This is an optimization exercise on Yosys and OpenROAD, whose aim is small area and a short achievable clock period, not a production implementation.
At most, simulation tests tie the RTL to the original design; equivalence was not proved.

==> 12-24: inputs <==
// Subsystem
module Subsystem
          (clk,
           reset_x,
           clk_enable,
           in1,
           ce_out,
           Out1,
           Out2);
make LEC_CHECK=0 ABC_AREA=1 CAP_MARGIN=20 CORE_MARGIN=2 CORE_UTILIZATION=60 PLACE_DENSITY=0.75 SETUP_SLACK_MARGIN=5 SLEW_MARGIN=20 finish   # period 15.0 ns
run.sh (not shown) runs the stock make flow with config.mk's settings and CLKGATE_MAP_FILE= SYNTH_SCRIPT=/design/flow/synth_recipe.tcl, a recipe that flattens the netlist after the stock synthesis.
==> 07-26: changes against 12-24 <==
--- a/flow/design.v
+++ b/flow/design.v
@@ -474,13 +474,13 @@
     input  logic [W-1:0] a,
     input  logic [W-1:0] b,
     input  logic         ci,
     output logic [W-1:0] s,
     output logic         co
 );
-    localparam L = ((W + 1) <= 2 ? 1 : (W + 1) <= 4 ? 2 : (W + 1) <= 8 ? 3 : (W + 1) <= 16 ? 4 : (W + 1) <= 32 ? 5 : 6);
+    localparam L = $clog2(W + 1);
     logic [W:0] g [0:L];
     logic [W:0] p [0:L];
     assign g[0][0] = ci;
     assign p[0][0] = 1'b0;
     genvar i, l;
     generate
@@ -509,13 +509,13 @@
 module pfa2 #(parameter W = 16) (
     input  logic [W-1:0] a,
     input  logic [W-1:0] b,
     output logic [W-1:0] s0,
     output logic [W-1:0] s1
 );
-    localparam L = (W <= 2 ? 1 : W <= 4 ? 2 : W <= 8 ? 3 : W <= 16 ? 4 : W <= 32 ? 5 : 6);
+    localparam L = $clog2(W);
     logic [W-1:0] g [0:L];
     logic [W-1:0] p [0:L];
     genvar i, l;
     generate
         for (i = 0; i < W; i = i + 1) begin : gi
             assign g[0][i] = a[i] & b[i];
@@ -543,35 +543,16 @@
 endmodule
 module pco #(parameter W = 16) (
     input  logic [W-1:0] a,
     input  logic [W-1:0] b,
     output logic         co
 );
-    localparam L = (W <= 2 ? 1 : W <= 4 ? 2 : W <= 8 ? 3 : W <= 16 ? 4 : W <= 32 ? 5 : 6);
-    logic [W-1:0] g [0:L];
-    logic [W-1:0] t [0:L];
-    genvar i, l;
-    generate
-        for (i = 0; i < W; i = i + 1) begin : gi
-            assign g[0][i] = a[i] & b[i];
-            assign t[0][i] = a[i] | b[i];
-        end
-        for (l = 0; l < L; l = l + 1) begin : gl
-            for (i = 0; i < W; i = i + 1) begin : gb
-                if (((i >> l) & 1) == 1) begin : cmb
-                    localparam integer J = ((i >> l) << l) - 1;
-                    assign g[l+1][i] = g[l][i] | (t[l][i] & g[l][J]);
-                    assign t[l+1][i] = t[l][i] & t[l][J];
-                end else begin : pas
-                    assign g[l+1][i] = g[l][i];
-                    assign t[l+1][i] = t[l][i];
-                end
-            end
-        end
-    endgenerate
-    assign co = g[L][W-1];
+    logic [W-1:0] s;
+    logic         c;
+    pfa #(W) u (.a(a), .b(b), .ci(1'b0), .s(s), .co(c));
+    assign co = c;
 endmodule
 module csa #(parameter W = 16) (
     input  logic [W-1:0] a,
     input  logic [W-1:0] b,
     input  logic [W-1:0] c,
     output logic [W-1:0] s,
@@ -598,23 +579,21 @@
   logic [15:0] enc_x;       
   logic        enc_v;       
   logic [3:0]  enc_code;    
   logic        enc_vo;      
   logic [6:0]  enc_idx;     
   logic [15:0] enc_pre;     
-  logic [15:0] pre;         
-  assign pre = {enc_pre[15:1], enc_pre[0] | (enc_pre[15] & ~|enc_pre[14:0])};
   logic [14:0] es;
   step_rom enc_rom (.idx(enc_idx), .step(es));
   logic [15:0] s0, sh1, sh2, sh3;    
   assign s0  = {1'b0, es};
   assign sh1 = {2'b0, es[14:1]};
   assign sh2 = {3'b0, es[14:2]};
   assign sh3 = {4'b0, es[14:3]};
   logic [16:0] e, em1;
-  pfa2 #(17) u_e (.a({enc_x[15], enc_x}), .b(~{pre[15], pre}), .s0(em1), .s1(e));
+  pfa2 #(17) u_e (.a({enc_x[15], enc_x}), .b(~{enc_pre[15], enc_pre}), .s0(em1), .s1(e));
   logic sgn;
   assign sgn = e[16];
   logic [15:0] nm;
   assign nm = sgn ? em1[15:0] : ~e[15:0];
   logic c1, c2, c3, c4, c5, c6, c7;
   logic k1, k2, k4;
@@ -643,13 +622,13 @@
   assign b1 = b2 ? c6 : c2;
   assign b0 = b2 ? (b1 ? c7 : c5) : (b1 ? c3 : c1);
   logic [15:0] msk;
   assign msk = {16{sgn}};
   logic [15:0] q1, q2, q3, r1, r2, r3, pn;
   logic        pn_co;
-  csa #(16) u_p1 (.a(pre), .b(sh3 ^ msk), .c((s0 & {16{b2}}) ^ msk), .s(q1), .cy(r1));
+  csa #(16) u_p1 (.a(enc_pre), .b(sh3 ^ msk), .c((s0 & {16{b2}}) ^ msk), .s(q1), .cy(r1));
   csa #(16) u_p2 (.a(q1), .b({r1[14:0], sgn}), .c((sh1 & {16{b1}}) ^ msk), .s(q2), .cy(r2));
   csa #(16) u_p3 (.a(q2), .b({r2[14:0], sgn}), .c((sh2 & {16{b0}}) ^ msk), .s(q3), .cy(r3));
   pfa #(16) u_p (.a(q3), .b({r3[14:0], sgn}), .ci(sgn), .s(pn), .co(pn_co));
   logic [6:0] e_idx_n;
   index_updator enc_iu (.idx(enc_idx), .code({b2, b1, b0}), .idx_next(e_idx_n));
   always_ff @(posedge clk) begin
@@ -663,25 +642,19 @@
     end else begin
       enc_x    <= in1;
       enc_v    <= clk_enable;
       enc_code <= {sgn, b2, b1, b0};
       enc_vo   <= enc_v;
       enc_idx  <= e_idx_n;
-      enc_pre  <= pn;
+      enc_pre  <= {pn[15:1], pn[0] | (pn[15] & ~|pn[14:0])};
     end
   end
   logic [3:0]  dec_code;    
   logic        dec_en;
   logic [6:0]  dec_idx;
-  logic [16:0] dec_sum;     
   logic [15:0] dec_out;     
-  always_comb begin
-    if (dec_sum[16] != dec_sum[15])        dec_out = dec_sum[16] ? 16'h8001 : 16'h7fff;
-    else if (dec_sum[15:0] == 16'h8000)    dec_out = 16'h8001;
-    else                                   dec_out = dec_sum[15:0];
-  end
   logic [14:0] ds;
   step_rom dec_rom (.idx(dec_idx), .step(ds));
   logic [6:0]  d_idx_n;
   index_updator dec_iu (.idx(dec_idx), .code(dec_code[2:0]), .idx_next(d_idx_n));
   logic [15:0] t0, t1, t2, t3;
   assign t0 = {4'd0, ds[14:3]};
@@ -694,23 +667,29 @@
   csa #(16) u_d2 (.a(cs1), .b({cc1[14:0], 1'b0}), .c(t3), .s(cs2), .cy(cc2));
   pfa #(16) u_dq (.a(cs2), .b({cc2[14:0], 1'b0}), .ci(1'b0), .s(dq), .co(dq_co));
   logic [16:0] sm;
   logic        sm_co;
   pfa #(17) u_o (.a({dec_out[15], dec_out}), .b({dq[15], dq} ^ {17{dec_code[3]}}), .ci(dec_code[3]),
                  .s(sm), .co(sm_co));
+  logic [15:0] d_next;
+  always_comb begin
+    if (sm[16] != sm[15])                  d_next = sm[16] ? 16'h8001 : 16'h7fff;
+    else if (sm[15:0] == 16'h8000)         d_next = 16'h8001;
+    else                                   d_next = sm[15:0];
+  end
   always_ff @(posedge clk) begin
     if (reset_x) begin
       dec_code <= 4'd0;
       dec_en   <= 1'b0;
       dec_idx  <= 7'd0;
-      dec_sum  <= 17'd0;
+      dec_out  <= 16'd0;
     end else begin
       dec_code <= enc_vo ? enc_code : 4'd0;
       dec_en   <= enc_vo;
       dec_idx  <= d_idx_n;
-      dec_sum  <= dec_en ? sm : 17'd0;
+      dec_out  <= dec_en ? d_next : 16'd0;
     end
   end
   assign Out1   = dec_out;
   assign Out2   = enc_code;
   assign ce_out = clk_enable;
 endmodule
--- a/flow/config.mk
+++ b/flow/config.mk
@@ -5,10 +5,9 @@
 export SDC_FILE = /design/flow/constraint.sdc
 export NUM_CORES = 4
 export LEC_CHECK = 0
 export ABC_AREA = 1
 export CAP_MARGIN = 20
 export CORE_MARGIN = 2
-export CORE_UTILIZATION = 60
-export PLACE_DENSITY = 0.75
+export CORE_UTILIZATION = 40
 export SETUP_SLACK_MARGIN = 5
 export SLEW_MARGIN = 20
==> 01-12: changes against 12-24 <==
--- a/flow/design.v
+++ b/flow/design.v
@@ -467,12 +467,28 @@
             idx_next = (sum > 8'd88) ? 7'd88 : sum[6:0];
         end else begin
             idx_next = (idx == 7'd0) ? 7'd0 : idx - 7'd1;
         end
     end
 endmodule
+module rca #(parameter W = 16) (
+    input  logic [W-1:0] a,
+    input  logic [W-1:0] b,
+    input  logic         ci,
+    output logic [W-1:0] s,
+    output logic         co
+);
+    logic [W:0] c;
+    assign c[0] = ci;
+    genvar i;
+    generate for (i = 0; i < W; i = i + 1) begin : g
+        assign s[i]   = a[i] ^ b[i] ^ c[i];
+        assign c[i+1] = (a[i] & b[i]) | (c[i] & (a[i] ^ b[i]));
+    end endgenerate
+    assign co = c[W];
+endmodule
 module pfa #(parameter W = 16) (
     input  logic [W-1:0] a,
     input  logic [W-1:0] b,
     input  logic         ci,
     output logic [W-1:0] s,
     output logic         co
@@ -503,86 +519,12 @@
         for (i = 0; i < W; i = i + 1) begin : gs
             assign s[i] = p[0][i+1] ^ g[L][i];
         end
     endgenerate
     assign co = g[L][W];
 endmodule
-module pfa2 #(parameter W = 16) (
-    input  logic [W-1:0] a,
-    input  logic [W-1:0] b,
-    output logic [W-1:0] s0,
-    output logic [W-1:0] s1
-);
-    localparam L = (W <= 2 ? 1 : W <= 4 ? 2 : W <= 8 ? 3 : W <= 16 ? 4 : W <= 32 ? 5 : 6);
-    logic [W-1:0] g [0:L];
-    logic [W-1:0] p [0:L];
-    genvar i, l;
-    generate
-        for (i = 0; i < W; i = i + 1) begin : gi
-            assign g[0][i] = a[i] & b[i];
-            assign p[0][i] = a[i] ^ b[i];
-        end
-        for (l = 0; l < L; l = l + 1) begin : gl
-            for (i = 0; i < W; i = i + 1) begin : gb
-                if (((i >> l) & 1) == 1) begin : cmb
-                    localparam integer J = ((i >> l) << l) - 1;
-                    assign g[l+1][i] = g[l][i] | (p[l][i] & g[l][J]);
-                    assign p[l+1][i] = p[l][i] & p[l][J];
-                end else begin : pas
-                    assign g[l+1][i] = g[l][i];
-                    assign p[l+1][i] = p[l][i];
-                end
-            end
-        end
-        assign s0[0] = p[0][0];
-        assign s1[0] = ~p[0][0];
-        for (i = 1; i < W; i = i + 1) begin : gs
-            assign s0[i] = p[0][i] ^ g[L][i-1];
-            assign s1[i] = p[0][i] ^ (g[L][i-1] | p[L][i-1]);
-        end
-    endgenerate
-endmodule
-module pco #(parameter W = 16) (
-    input  logic [W-1:0] a,
-    input  logic [W-1:0] b,
-    output logic         co
-);
-    localparam L = (W <= 2 ? 1 : W <= 4 ? 2 : W <= 8 ? 3 : W <= 16 ? 4 : W <= 32 ? 5 : 6);
-    logic [W-1:0] g [0:L];
-    logic [W-1:0] t [0:L];
-    genvar i, l;
-    generate
-        for (i = 0; i < W; i = i + 1) begin : gi
-            assign g[0][i] = a[i] & b[i];
-            assign t[0][i] = a[i] | b[i];
-        end
-        for (l = 0; l < L; l = l + 1) begin : gl
-            for (i = 0; i < W; i = i + 1) begin : gb
-                if (((i >> l) & 1) == 1) begin : cmb
-                    localparam integer J = ((i >> l) << l) - 1;
-                    assign g[l+1][i] = g[l][i] | (t[l][i] & g[l][J]);
-                    assign t[l+1][i] = t[l][i] & t[l][J];
-                end else begin : pas
-                    assign g[l+1][i] = g[l][i];
-                    assign t[l+1][i] = t[l][i];
-                end
-            end
-        end
-    endgenerate
-    assign co = g[L][W-1];
-endmodule
-module csa #(parameter W = 16) (
-    input  logic [W-1:0] a,
-    input  logic [W-1:0] b,
-    input  logic [W-1:0] c,
-    output logic [W-1:0] s,
-    output logic [W-1:0] cy
-);
-    assign s  = a ^ b ^ c;
-    assign cy = (a & b) | (a & c) | (b & c);
-endmodule
 module Subsystem
           (clk,
            reset_x,
            clk_enable,
            in1,
            ce_out,
@@ -598,61 +540,35 @@
   logic [15:0] enc_x;       
   logic        enc_v;       
   logic [3:0]  enc_code;    
   logic        enc_vo;      
   logic [6:0]  enc_idx;     
   logic [15:0] enc_pre;     
-  logic [15:0] pre;         
-  assign pre = {enc_pre[15:1], enc_pre[0] | (enc_pre[15] & ~|enc_pre[14:0])};
   logic [14:0] es;
   step_rom enc_rom (.idx(enc_idx), .step(es));
-  logic [15:0] s0, sh1, sh2, sh3;    
-  assign s0  = {1'b0, es};
-  assign sh1 = {2'b0, es[14:1]};
-  assign sh2 = {3'b0, es[14:2]};
-  assign sh3 = {4'b0, es[14:3]};
-  logic [16:0] e, em1;
-  pfa2 #(17) u_e (.a({enc_x[15], enc_x}), .b(~{pre[15], pre}), .s0(em1), .s1(e));
+  logic [16:0] e;
+  logic        e_co;
+  pfa #(17) u_e (.a({enc_x[15], enc_x}), .b(~{enc_pre[15], enc_pre}), .ci(1'b1), .s(e), .co(e_co));
   logic sgn;
   assign sgn = e[16];
-  logic [15:0] nm;
-  assign nm = sgn ? em1[15:0] : ~e[15:0];
-  logic c1, c2, c3, c4, c5, c6, c7;
-  logic k1, k2, k4;
-  pco #(16) u_c1 (.a(nm), .b(sh2), .co(k1));
-  pco #(16) u_c2 (.a(nm), .b(sh1), .co(k2));
-  pco #(16) u_c4 (.a(nm), .b(s0),  .co(k4));
-  assign c1 = ~k1;
-  assign c2 = ~k2;
-  assign c4 = ~k4;
-  logic [15:0] sa, ca, sb, cb, sc, cc, sd, cd;
-  logic        ka, kb, kc, kd;
-  csa #(16) u_ra (.a(nm), .b(s0),  .c(sh2), .s(sa), .cy(ca));           
-  pco #(16) u_c5 (.a(sa), .b({ca[14:0], 1'b0}), .co(ka));
-  assign c5 = ~(ka | ca[15]);
-  csa #(16) u_rb (.a(sa), .b({ca[14:0], 1'b0}), .c(sh1), .s(sb), .cy(cb));  
-  pco #(16) u_c7 (.a(sb), .b({cb[14:0], 1'b0}), .co(kb));
-  assign c7 = ~(kb | ca[15] | cb[15]);
-  csa #(16) u_rc (.a(nm), .b(sh1), .c(sh2), .s(sc), .cy(cc));          
-  pco #(16) u_c3 (.a(sc), .b({cc[14:0], 1'b0}), .co(kc));
-  assign c3 = ~(kc | cc[15]);
-  csa #(16) u_rd (.a(nm), .b(s0),  .c(sh1), .s(sd), .cy(cd));           
-  pco #(16) u_c6 (.a(sd), .b({cd[14:0], 1'b0}), .co(kd));
-  assign c6 = ~(kd | cd[15]);
-  logic b2, b1, b0;
-  assign b2 = c4;
-  assign b1 = b2 ? c6 : c2;
-  assign b0 = b2 ? (b1 ? c7 : c5) : (b1 ? c3 : c1);
-  logic [15:0] msk;
-  assign msk = {16{sgn}};
-  logic [15:0] q1, q2, q3, r1, r2, r3, pn;
-  logic        pn_co;
-  csa #(16) u_p1 (.a(pre), .b(sh3 ^ msk), .c((s0 & {16{b2}}) ^ msk), .s(q1), .cy(r1));
-  csa #(16) u_p2 (.a(q1), .b({r1[14:0], sgn}), .c((sh1 & {16{b1}}) ^ msk), .s(q2), .cy(r2));
-  csa #(16) u_p3 (.a(q2), .b({r2[14:0], sgn}), .c((sh2 & {16{b0}}) ^ msk), .s(q3), .cy(r3));
-  pfa #(16) u_p (.a(q3), .b({r3[14:0], sgn}), .ci(sgn), .s(pn), .co(pn_co));
+  logic [15:0] en, m;
+  logic        en_co;
+  pfa #(16) u_en (.a(enc_pre), .b(~enc_x), .ci(1'b1), .s(en), .co(en_co));
+  assign m = sgn ? en : e[15:0];
+  logic [15:0] d1, d2, d3, r1, r2, r3;
+  logic        b2, b1, b0;
+  pfa #(16) u_q1 (.a(m),  .b(~{1'b0, es}),        .ci(1'b1), .s(d1), .co(b2));
+  assign r1 = b2 ? d1 : m;
+  pfa #(16) u_q2 (.a(r1), .b(~{2'b0, es[14:1]}),  .ci(1'b1), .s(d2), .co(b1));
+  assign r2 = b1 ? d2 : r1;
+  pfa #(16) u_q3 (.a(r2), .b(~{3'b0, es[14:2]}),  .ci(1'b1), .s(d3), .co(b0));
+  assign r3 = b0 ? d3 : r2;
+  logic [15:0] y, pn;
+  logic        y_co, pn_co;
+  rca #(16) u_y (.a(enc_x), .b({4'd0, es[14:3]} ^ {16{sgn}}), .ci(sgn), .s(y), .co(y_co));
+  pfa #(16) u_p (.a(y), .b(r3 ^ {16{~sgn}}), .ci(~sgn), .s(pn), .co(pn_co));
   logic [6:0] e_idx_n;
   index_updator enc_iu (.idx(enc_idx), .code({b2, b1, b0}), .idx_next(e_idx_n));
   always_ff @(posedge clk) begin
     if (reset_x) begin
       enc_x    <= 16'd0;
       enc_v    <= 1'b0;
@@ -663,54 +579,56 @@
     end else begin
       enc_x    <= in1;
       enc_v    <= clk_enable;
       enc_code <= {sgn, b2, b1, b0};
       enc_vo   <= enc_v;
       enc_idx  <= e_idx_n;
-      enc_pre  <= pn;
+      enc_pre  <= {pn[15:1], pn[0] | (pn[15] & ~|pn[14:0])};
     end
   end
   logic [3:0]  dec_code;    
   logic        dec_en;
   logic [6:0]  dec_idx;
-  logic [16:0] dec_sum;     
   logic [15:0] dec_out;     
-  always_comb begin
-    if (dec_sum[16] != dec_sum[15])        dec_out = dec_sum[16] ? 16'h8001 : 16'h7fff;
-    else if (dec_sum[15:0] == 16'h8000)    dec_out = 16'h8001;
-    else                                   dec_out = dec_sum[15:0];
-  end
   logic [14:0] ds;
   step_rom dec_rom (.idx(dec_idx), .step(ds));
   logic [6:0]  d_idx_n;
   index_updator dec_iu (.idx(dec_idx), .code(dec_code[2:0]), .idx_next(d_idx_n));
   logic [15:0] t0, t1, t2, t3;
   assign t0 = {4'd0, ds[14:3]};
   assign t1 = dec_code[2] ? {1'b0, ds} : 16'd0;
   assign t2 = dec_code[1] ? {2'd0, ds[14:1]} : 16'd0;
   assign t3 = dec_code[0] ? {3'd0, ds[14:2]} : 16'd0;
   logic [15:0] cs1, cc1, cs2, cc2, dq;
   logic        dq_co;
-  csa #(16) u_d1 (.a(t0), .b(t1), .c(t2), .s(cs1), .cy(cc1));
-  csa #(16) u_d2 (.a(cs1), .b({cc1[14:0], 1'b0}), .c(t3), .s(cs2), .cy(cc2));
-  pfa #(16) u_dq (.a(cs2), .b({cc2[14:0], 1'b0}), .ci(1'b0), .s(dq), .co(dq_co));
+  assign cs1 = t0 ^ t1 ^ t2;
+  assign cc1 = {(t0[14:0] & t1[14:0]) | (t0[14:0] & t2[14:0]) | (t1[14:0] & t2[14:0]), 1'b0};
+  assign cs2 = cs1 ^ cc1 ^ t3;
+  assign cc2 = {(cs1[14:0] & cc1[14:0]) | (cs1[14:0] & t3[14:0]) | (cc1[14:0] & t3[14:0]), 1'b0};
+  rca #(16) u_dq (.a(cs2), .b(cc2), .ci(1'b0), .s(dq), .co(dq_co));
   logic [16:0] sm;
   logic        sm_co;
-  pfa #(17) u_o (.a({dec_out[15], dec_out}), .b({dq[15], dq} ^ {17{dec_code[3]}}), .ci(dec_code[3]),
-                 .s(sm), .co(sm_co));
+  rca #(17) u_o (.a({dec_out[15], dec_out}), .b({dq[15], dq} ^ {17{dec_code[3]}}), .ci(dec_code[3]),
+                  .s(sm), .co(sm_co));
+  logic [15:0] d_next;
+  always_comb begin
+    if (sm[16] != sm[15])                  d_next = sm[16] ? 16'h8001 : 16'h7fff;
+    else if (sm[15:0] == 16'h8000)         d_next = 16'h8001;
+    else                                   d_next = sm[15:0];
+  end
   always_ff @(posedge clk) begin
     if (reset_x) begin
       dec_code <= 4'd0;
       dec_en   <= 1'b0;
       dec_idx  <= 7'd0;
-      dec_sum  <= 17'd0;
+      dec_out  <= 16'd0;
     end else begin
       dec_code <= enc_vo ? enc_code : 4'd0;
       dec_en   <= enc_vo;
       dec_idx  <= d_idx_n;
-      dec_sum  <= dec_en ? sm : 17'd0;
+      dec_out  <= dec_en ? d_next : 16'd0;
     end
   end
   assign Out1   = dec_out;
   assign Out2   = enc_code;
   assign ce_out = clk_enable;
 endmodule
==> flow/config.mk (replaced) <==
export PLATFORM = sky130hd
export DESIGN_NAME = Subsystem
export DESIGN_NICKNAME = Subsystem
export VERILOG_FILES = /design/flow/design.v
export SDC_FILE = /design/flow/constraint.sdc
export NUM_CORES = 4
export LEC_CHECK = 0
export ABC_AREA = 1
export CAP_MARGIN = 50
export CORE_MARGIN = 2
export CORE_UTILIZATION = 40
export SETUP_SLACK_MARGIN = 5
export SLEW_MARGIN = 70
==> qor summary <==
quantity                                                                      07-26           12-24           01-12
Run status                                                           finished clean  finished clean  finished clean
Fraction of standard cell area in multi-input logic                           0.711           0.723           0.675
CTS Sinks                                                                        73              74              73
Post-synth top area share                                                     0.183           0.168           0.150
Setup repair after global routing missed its margin                              no              no             yes
Fill cell instance count of the final layout                                   3713            2274            2868
Arr. time, crit path                                                        9.52 ns         9.23 ns        10.07 ns
Share of final-layout standard cells stronger than drive strength 1          0.0676          0.0345           0.235
FP Rows                                                                          69              57              63
Yosys cell types                                                                 64              63              61
Start point of the critical path                                         enc_pre[0]     enc_pre[14]       enc_x[13]
Sequential area share after synthesis                                         0.100           0.100           0.123
Wire length of the first global-routing pass                                68.7 mm         69.2 mm         59.5 mm
Max Clk Rate                                                              0.108 GHz       0.111 GHz       0.102 GHz
Biggest cell delay along the critical path                                  0.52 ns         0.64 ns         0.55 ns
Synth Instances                                                                2075            2254            1734
Inverters, non-clock                                                            443             454             288
Count of multi-input combinational gates                                       1508            1670            1322
Number of standard cells in the final layout excluding fillers                 2561            2588            2243
Vias in the first global route                                                13501           13981           11611
The RTL of 12-24 and 07-26 was laid out without a check of its function.

## afterwards: timing with drivers on the ports
No port has a modelled driver above. Below, the same layouts with a new extraction and two added sets of constraints. Step 1 sets driving cells, clkbuf_16 on the clock port and buf_2 on the other inputs (assumed; they add their load-dependent delay and slew). Step 2 times the ports against the registers' clock, not the clock port: input delays grow and output delays shrink by t, the midpoint of the rising clock arrivals with the driver on. Slacks: no drivers / after step 1 / after step 2; pairs: no drivers / after step 1.
run	t, ns	slack for setup (ns)	hold slack, ns	cell pins on the clock port's net
12-24	0.396	6.016 / 6.016 / 6.016	0.404 / 0.404 / 0.404	1
07-26	0.387	5.748 / 5.748 / 5.748	0.429 / 0.429 / 0.429	1
01-12	0.397	5.216 / 5.216 / 5.216	0.413 / 0.413 / 0.413	1
After both steps setup and hold are still met in every run listed.
